From an optimization exercise on the open Yosys and OpenROAD flow, aimed at small area; shortcuts taken in it are not production practice. The RTL was checked by simulation tests, not by an equivalence proof against the original design. Power is estimated from default activity; no workload was simulated.

==> job 5851: inputs <==
Design system_bus, start of the top module:
module system_bus
	#(parameter DATA_WIDTH = 8,
	parameter ADDR_WIDTH = 14,
	parameter NO_OF_MASTER = 4,
	parameter NO_OF_SLAVE = 8,
	parameter [NO_OF_SLAVE*ADDR_WIDTH-1:0] SLAVE_BASE_ADDR = {14'd10, 14'd20, 14'd30, 14'd40, 14'd50, 14'd60, 14'd70, 14'd80},
	parameter [NO_OF_SLAVE*ADDR_WIDTH-1:0] SLAVE_END_ADDR = {14'd19, 14'd29, 14'd39, 14'd49, 14'd59, 14'd69, 14'd79, 14'd89}
	)
	(
	input clk,
	input reset_n,
	input [ADDR_WIDTH*NO_OF_MASTER-1:0]  addr_avm,
	output [DATA_WIDTH*NO_OF_MASTER-1:0]  readdata_avm,
	input [DATA_WIDTH*NO_OF_MASTER-1:0]  writedata_avm,
	input [NO_OF_MASTER-1:0]  readen_avm,
	input [NO_OF_MASTER-1:0]  writeen_avm,
	output [NO_OF_MASTER-1:0]  readvalid_avm,
	output [NO_OF_MASTER-1:0]  writevalid_avm,
	input [NO_OF_MASTER-1:0]  waitrequest_avm,
	input [4*NO_OF_MASTER-1:0] priority_no,
	output [ADDR_WIDTH*NO_OF_SLAVE-1:0]  addr_avs,
	input [DATA_WIDTH*NO_OF_SLAVE-1:0]  readdata_avs,
	output [DATA_WIDTH*NO_OF_SLAVE-1:0]  writedata_avs,
	output [NO_OF_SLAVE-1:0]  readen_avs,
	output [NO_OF_SLAVE-1:0]  writeen_avs,
	input [NO_OF_SLAVE-1:0]  readvalid_avs,
	input [NO_OF_SLAVE-1:0]  writevalid_avs,
	output reg [NO_OF_SLAVE-1:0]  waitrequest_avs
	);
==> flow/config.mk <==
export PLATFORM = sky130hd
export DESIGN_NAME = system_bus
export DESIGN_NICKNAME = system_bus
export VERILOG_FILES = /design/flow/design.v
export SDC_FILE = /design/flow/constraint.sdc
export NUM_CORES = 4
export LEC_CHECK = 0
export CAP_MARGIN = 20
export CORE_MARGIN = 2
export CORE_UTILIZATION = 55
export PLACE_DENSITY = 0.7
export SLEW_MARGIN = 20
==> flow/constraint.sdc <==
create_clock -name core_clock -period 7.0 [get_ports {clk}]
set_input_delay 1.4000 -clock core_clock [delete_from_list [all_inputs] [get_ports {clk}]]
set_output_delay 1.4000 -clock core_clock [all_outputs]
set_load 0.01 [all_outputs]
standard.sh (not shown) runs the stock make flow with config.mk's settings and CLKGATE_MAP_FILE= SYNTH_SCRIPT=/design/flow/synth_recipe.tcl, a recipe that flattens the netlist after the stock synthesis.
==> flow/flow/run.sh <==
#!/bin/bash
# ORFS layout through the standard.sh, with three changes to how the
# layout is made:
#  - synthesis maps the logic with an area-oriented ABC script
#    (flow/abc_map.script) in place of ORFS's speed script; everything else
#    in synthesis, including flip-flop mapping, is ORFS's own;
#  - every port is buffered with buf_1 rather than the default buffer;
#  - the clock tree is built from clkbuf_2 without dummy loads.
set -euo pipefail
rm -rf scripts_local
cp -r "$FLOW_HOME/scripts" scripts_local
cp flow/abc_map.script scripts_local/abc_speed.script
export SCRIPTS_DIR="$PWD/scripts_local"
export BUFFER_PORTS_ARGS="-buffer_cell sky130_fd_sc_hd__buf_1"
export CTS_ARGS="-sink_clustering_enable -repair_clock_nets -dont_use_dummy_load -buf_list sky130_fd_sc_hd__clkbuf_2 -root_buf sky130_fd_sc_hd__clkbuf_8"
bash standard.sh > standard.log 2>&1
==> flow/flow/abc_map.script <==
&get -n
&st
&syn2
&dch -f
&nf -a -R 1000 -F 4 -A 4
&put
&get -n
&st
&syn2
&dch -f
&nf -a -R 1000 -F 4 -A 4
&put
==> job 4437 (differences from job 5851) <==
--- a/flow/flow/run.sh
+++ b/flow/flow/run.sh
@@ -8,9 +8,9 @@
 #  - the clock tree is built from clkbuf_2 without dummy loads.
 set -euo pipefail
 rm -rf scripts_local
 cp -r "$FLOW_HOME/scripts" scripts_local
 cp flow/abc_map.script scripts_local/abc_speed.script
 export SCRIPTS_DIR="$PWD/scripts_local"
 export BUFFER_PORTS_ARGS="-buffer_cell sky130_fd_sc_hd__buf_1"
-export CTS_ARGS="-sink_clustering_enable -repair_clock_nets -dont_use_dummy_load -buf_list sky130_fd_sc_hd__clkbuf_2 -root_buf sky130_fd_sc_hd__clkbuf_8"
+export CTS_ARGS="-sink_clustering_enable -repair_clock_nets -dont_use_dummy_load -buf_list sky130_fd_sc_hd__clkbuf_2"
 bash standard.sh > standard.log 2>&1
==> flow/flow/abc_map.script (replaced) <==
&get -n
&st
&syn2
&dch -f
&nf -a -R 1000
&put
&get -n
&st
&syn2
&dch -f
&nf -a -R 1000
&put
==> flow/config.mk (replaced) <==
export PLATFORM = sky130hd
export DESIGN_NAME = system_bus
export DESIGN_NICKNAME = system_bus
export VERILOG_FILES = /design/flow/design.v
export SDC_FILE = /design/flow/constraint.sdc
export NUM_CORES = 4
export LEC_CHECK = 0
export CAP_MARGIN = 20
export CORE_MARGIN = 2
export CORE_UTILIZATION = 40
export PLACE_DENSITY = 0.6
export SLEW_MARGIN = 20
==> job 4202 (differences from job 5851) <==
--- a/flow/design.v
+++ b/flow/design.v
@@ -68,19 +68,19 @@
 			assign mcs[i][7] = (a >= 14'd10) && (a <= 14'd19);
 			assign mcs_idx[i] = {mcs[i][4] | mcs[i][5] | mcs[i][6] | mcs[i][7],
 			                     mcs[i][2] | mcs[i][3] | mcs[i][6] | mcs[i][7],
 			                     mcs[i][1] | mcs[i][3] | mcs[i][5] | mcs[i][7]};
 		end
 	endgenerate
 	reg [3:0] ls12;                 
-	reg [7:0] free_slaves;
+	reg [7:0] used_slaves;          
 	wire [3:0] act1;
 	generate
 		for (i = 0; i < 4; i = i + 1) begin : ACT1
-			assign act1[i] = (readen_avm_reg[i] | writeen_avm_reg[i]) & ~ls12[i] & (|(mcs[i] & free_slaves));
+			assign act1[i] = (readen_avm_reg[i] | writeen_avm_reg[i]) & ~ls12[i] & (|(mcs[i] & ~used_slaves));
 		end
 	endgenerate
 	wire [15:0] pna = priority_no & {{4{act1[3]}}, {4{act1[2]}}, {4{act1[1]}}, {4{act1[0]}}};
 	wire [3:0] any1 = pna[3:0] | pna[7:4] | pna[11:8] | pna[15:12];
 	wire [3:0] lvl1 = {any1[3], ~any1[3] & any1[2], ~|any1[3:2] & any1[1], ~|any1[3:1] & any1[0]};
 	wire [3:0] top1, oh1;
 	assign top1[0] = |(pna[3:0] & lvl1);
@@ -135,24 +135,24 @@
 	wire        sel_wen = writeen_avm[msm];
 	wire        s2_last = (s2_cnt == {s2_w, ~s2_w, 3'b111});    
 	wire        s2_start = ~s2_busy & sdd_v;
 	always @(posedge clk or negedge reset_n)
 		if (~reset_n) begin
 			s2_busy <= 1'b0;
 			ls12 <= 4'b0;
-			free_slaves <= 8'hff;
+			used_slaves <= 8'h00;
 		end else begin
 			if (s2_start) begin
 				s2_busy <= 1'b1;
 				ls12 <= (ls12 ^ master_rel) | (4'b1 << msm);
-				free_slaves <= (free_slaves | slave_rel) & ~(8'b1 << sdd_i);
+				used_slaves <= (used_slaves & ~slave_rel) | (8'b1 << sdd_i);
 			end else begin
 				if (s2_busy && s2_last) s2_busy <= 1'b0;
 				ls12 <= ls12 ^ master_rel;
-				free_slaves <= free_slaves | slave_rel;
+				used_slaves <= used_slaves & ~slave_rel;
 			end
 		end
 	always @(posedge clk) begin
 		if (~s2_busy) begin
 			s2_cnt <= 5'd0;
 			s2_w <= sel_wen;
 			sr_m <= {sel_ren, sel_wen, sel_wd, sel_addr};
@@ -271,26 +271,24 @@
 	reg       sms_v;                
 	reg [2:0] sms_i;                
 	always @(posedge clk or negedge reset_n)
 		if (~reset_n) sms_v <= 1'b0;
 		else sms_v <= g3;
 	always @(posedge clk) sms_i <= gs3;
 	reg       s4_busy;
-	reg [3:0] s4_cnt;
-	reg       s4_rd;                
-	reg [9:0] sr_s;
+	reg        s4_f0, s4_f1;        
+	reg [10:0] sr_s;
 	reg [3:0] me;                   
-	reg [2:0] tem;                  
 	reg       rel_p;                
-	wire s2m = sr_s[9];
+	wire s2m = sr_s[10];
 	wire       sel_rv = readvalid_avs_reg[sms_i];
 	wire       sel_wv = writevalid_avs_reg[sms_i];
 	wire [7:0] sel_rd = readdata_avs_reg[sms_i];
 	wire [3:0] sel_me = mdm_v[sms_i] ? (4'b1 << mdm_m[sms_i]) : 4'b0;
-	wire       s4_last = (s4_cnt == {s4_rd, 2'b00, 1'b1});    
+	wire       s4_last = (sr_s[8:0] == 9'd0);    
 	always @(posedge clk or negedge reset_n)
 		if (~reset_n) begin
 			s4_busy <= 1'b0;
 			ls34 <= 8'b0;
 			rel_p <= 1'b0;
 		end else begin
 			rel_p <= s4_busy & s4_last;
@@ -303,41 +301,42 @@
 			end else begin
 				if (s4_last) s4_busy <= 1'b0;
 				ls34 <= ls34 ^ slave_rel;
 			end
 		end
 	always @(posedge clk) begin
 		if (~s4_busy) begin
-			s4_cnt <= 4'd0;
-			s4_rd <= sel_rv;
-			sr_s <= {sel_rv, sel_wv, sel_rd};
+			sr_s <= sel_rv ? {1'b1, sel_wv, sel_rd, 1'b1} : {1'b0, sel_wv, 9'b100000000};
 			me <= sel_me;
-			tem <= sms_i;
 		end else begin
-			s4_cnt <= s4_cnt + 4'd1;
-			sr_s <= {sr_s[8:0], 1'b0};
+			sr_s <= {sr_s[9:0], 1'b0};
 		end
 	end
+	wire [2:0] tem = {|ls34[7:4], |{ls34[7:6], ls34[3:2]}, |{ls34[7], ls34[5], ls34[3], ls34[1]}};
 	wire [3:0] rel_m = mdm_v[tem] ? (4'b1 << mdm_m[tem]) : 4'b0;
 	always @(posedge clk or negedge reset_n)
 		if (~reset_n) begin
 			master_rel <= 4'b0;
 			srel_v <= 1'b0;
 		end else begin
 			master_rel <= rel_p ? rel_m : 4'b0;
 			srel_v <= rel_p;
 		end
 	always @(posedge clk) srel_i <= tem;
 	reg [7:0] readdata_avm_reg [0:3];
 	reg [3:0] readvalid_avm_reg_out, writevalid_avm_reg_out;
 	assign readvalid_avm = readvalid_avm_reg_out;
 	assign writevalid_avm = writevalid_avm_reg_out;
-	wire s4_c1 = (s4_cnt == 4'd1);
-	wire s4_c2p = (s4_cnt >= 4'd2);
-	wire s4_c9 = (s4_cnt == 4'd9);
+	always @(posedge clk) begin
+		s4_f0 <= ~s4_busy;
+		s4_f1 <= s4_busy & s4_f0;
+	end
+	wire s4_c1 = s4_f1;
+	wire s4_c2p = ~s4_f0 & ~s4_f1;
+	wire s4_c9 = s4_last & ~s4_f1;
 	generate
 		for (i = 0; i < 4; i = i + 1) begin : MST
 			wire a = s4_busy & me[i];
 			wire hold = readen_avm[i] | writeen_avm[i] | waitrequest_avm[i];
 			always @(posedge clk or negedge reset_n)
 				if (~reset_n) begin
 					readdata_avm_reg[i] <= 8'b0;
==> flow/flow/run.sh (replaced) <==
#!/bin/bash
# ORFS layout through the standard.sh, with three changes to how the
# layout is made:
#  - synthesis maps the logic with an area-oriented ABC script
#    (flow/abc_map.script) in place of ORFS's speed script; everything else
#    in synthesis, including flip-flop mapping, is ORFS's own;
#  - every port is buffered with buf_1 rather than the default buffer;
#  - the clock tree is built from clkbuf_2 (clkbuf_8 at the root) without
#    dummy loads.
set -euo pipefail
rm -rf scripts_local
cp -r "$FLOW_HOME/scripts" scripts_local
cp flow/abc_map.script scripts_local/abc_speed.script
export SCRIPTS_DIR="$PWD/scripts_local"
export BUFFER_PORTS_ARGS="-buffer_cell sky130_fd_sc_hd__buf_1"
export CTS_ARGS="-sink_clustering_enable -repair_clock_nets -dont_use_dummy_load -buf_list sky130_fd_sc_hd__clkbuf_2 -root_buf sky130_fd_sc_hd__clkbuf_8"
bash standard.sh > standard.log 2>&1
==> flow/flow/abc_map.script (replaced) <==
&get -n
&st
&deepsyn -T 60
&dch -f
&nf -a -R 1000 -F 4 -A 4
&put
&get -n
&st
&deepsyn -T 60
&dch -f
&nf -a -R 1000 -F 4 -A 4
&put
==> flow/config.mk (replaced) <==
export PLATFORM = sky130hd
export DESIGN_NAME = system_bus
export DESIGN_NICKNAME = system_bus
export VERILOG_FILES = /design/flow/design.v
export SDC_FILE = /design/flow/constraint.sdc
export NUM_CORES = 4
export LEC_CHECK = 0
export CAP_MARGIN = 20
export CORE_MARGIN = 2
export CORE_UTILIZATION = 65
export PLACE_DENSITY = 0.8
export SLEW_MARGIN = 20
==> run summary <==
| item | job 4437 | job 4202 | job 5851 |
|---|---|---|---|
| Share of synthesized cell area in and, or, nand and nor gates | 13.2% | 17.7% | 13.1% |
| Internal power consumption | 0.00436 W | 0.00485 W | 0.00430 W |
| Skew final | 0.159 ns | 0.0642 ns | 0.0831 ns |
| Synthesized instance count | 1852 | 1920 | 1772 |
| Final WL | 64700 um | 60800 um | 57600 um |
| Clk pwr | 0.00156 W | 0.00148 W | 0.00152 W |
| PwrDens | 273 nW/um^2 | 338 nW/um^2 | 262 nW/um^2 |
| Count of flip-flops with a built-in enable after synthesis | 97 | 93 | 97 |
| Multi-input gate share of total cell area | 35.1% | 33.9% | 35.1% |
| Initial core utilization | 40.6% | 65.6% | 56.1% |
| Routability-driven placement congestion ratio | 0.935 | 0.951 | 0.962 |
| Worst setup slack before clock tree synthesis | 0.0124 ns | 0.0580 ns | -0.0609 ns |
| Class of the tightest hold or removal check | input pin to async pin | register to register | register to register |
| Layout inverter count without the clock tree | 76 | 73 | 64 |
| Share of power burned in the clock network | 23.0% | 18.6% | 23.6% |
| Synthesized-area fraction occupied by ao, oa, aoi and oai cells | 10.8% | 13.7% | 8.98% |
| Cell count after placement | 3001 | 2778 | 2753 |
| Post-route fraction of the period consumed by the critical path | 84.5% | 90.1% | 93.4% |
| Worst Path Max Fanout | 9 | 5 | 8 |
| CP endpoint | sms_v$_DFF_PN0_ | mdm_m[6][0]$_DFFE_PN0P_ | mdm_m[5][1]$_DFFE_PN0P_ |
| Status | no timing/DRC/antenna violations | no timing/DRC/antenna violations | no timing/DRC/antenna violations |
| Critical path class | register to register | input pin to register | input pin to register |

-- static timing again, ports no longer ideal --
The results above use ideal ports. As a check the final layouts listed here were re-extracted and re-timed, cells and wires unchanged.
Step 1, drivers: a clkbuf_16 drives clk and a buf_2 each remaining input, both assumed.
Step 2 moves the port delays by t, midway between the first and last clock arrival at a register: inputs arrive t later, outputs are due t later. That takes back most of the time a late clock gives input paths.
Three values: ideal ports, drivers, drivers and shift; two values: the first two.
run | t, ns | setup slack, ns | hold WS [ns] | worst setup path at the end | slew at the worst register clock pin (ns)
job 5851 | 0.655 | 0.459 / 0.483 / -0.172 | 0.400 / 0.400 / 0.400 | input to register | 0.10 / 0.10
job 4437 | 1.248 | 1.083 / 1.083 / -0.106 | 0.241 / 0.208 / 0.321 | input to register | 0.12 / 0.12
job 4202 | 0.652 | 0.693 / 0.721 / 0.068 | 0.414 / 0.414 / 0.414 | input to register | 0.12 / 0.12
With both steps, setup timing fails in job 5851 and job 4437, where it was met with ideal ports. For job 4437, which loses most, drivers alone change the setup slack by 0.000 ns; drivers and shift together by -1.189 ns.
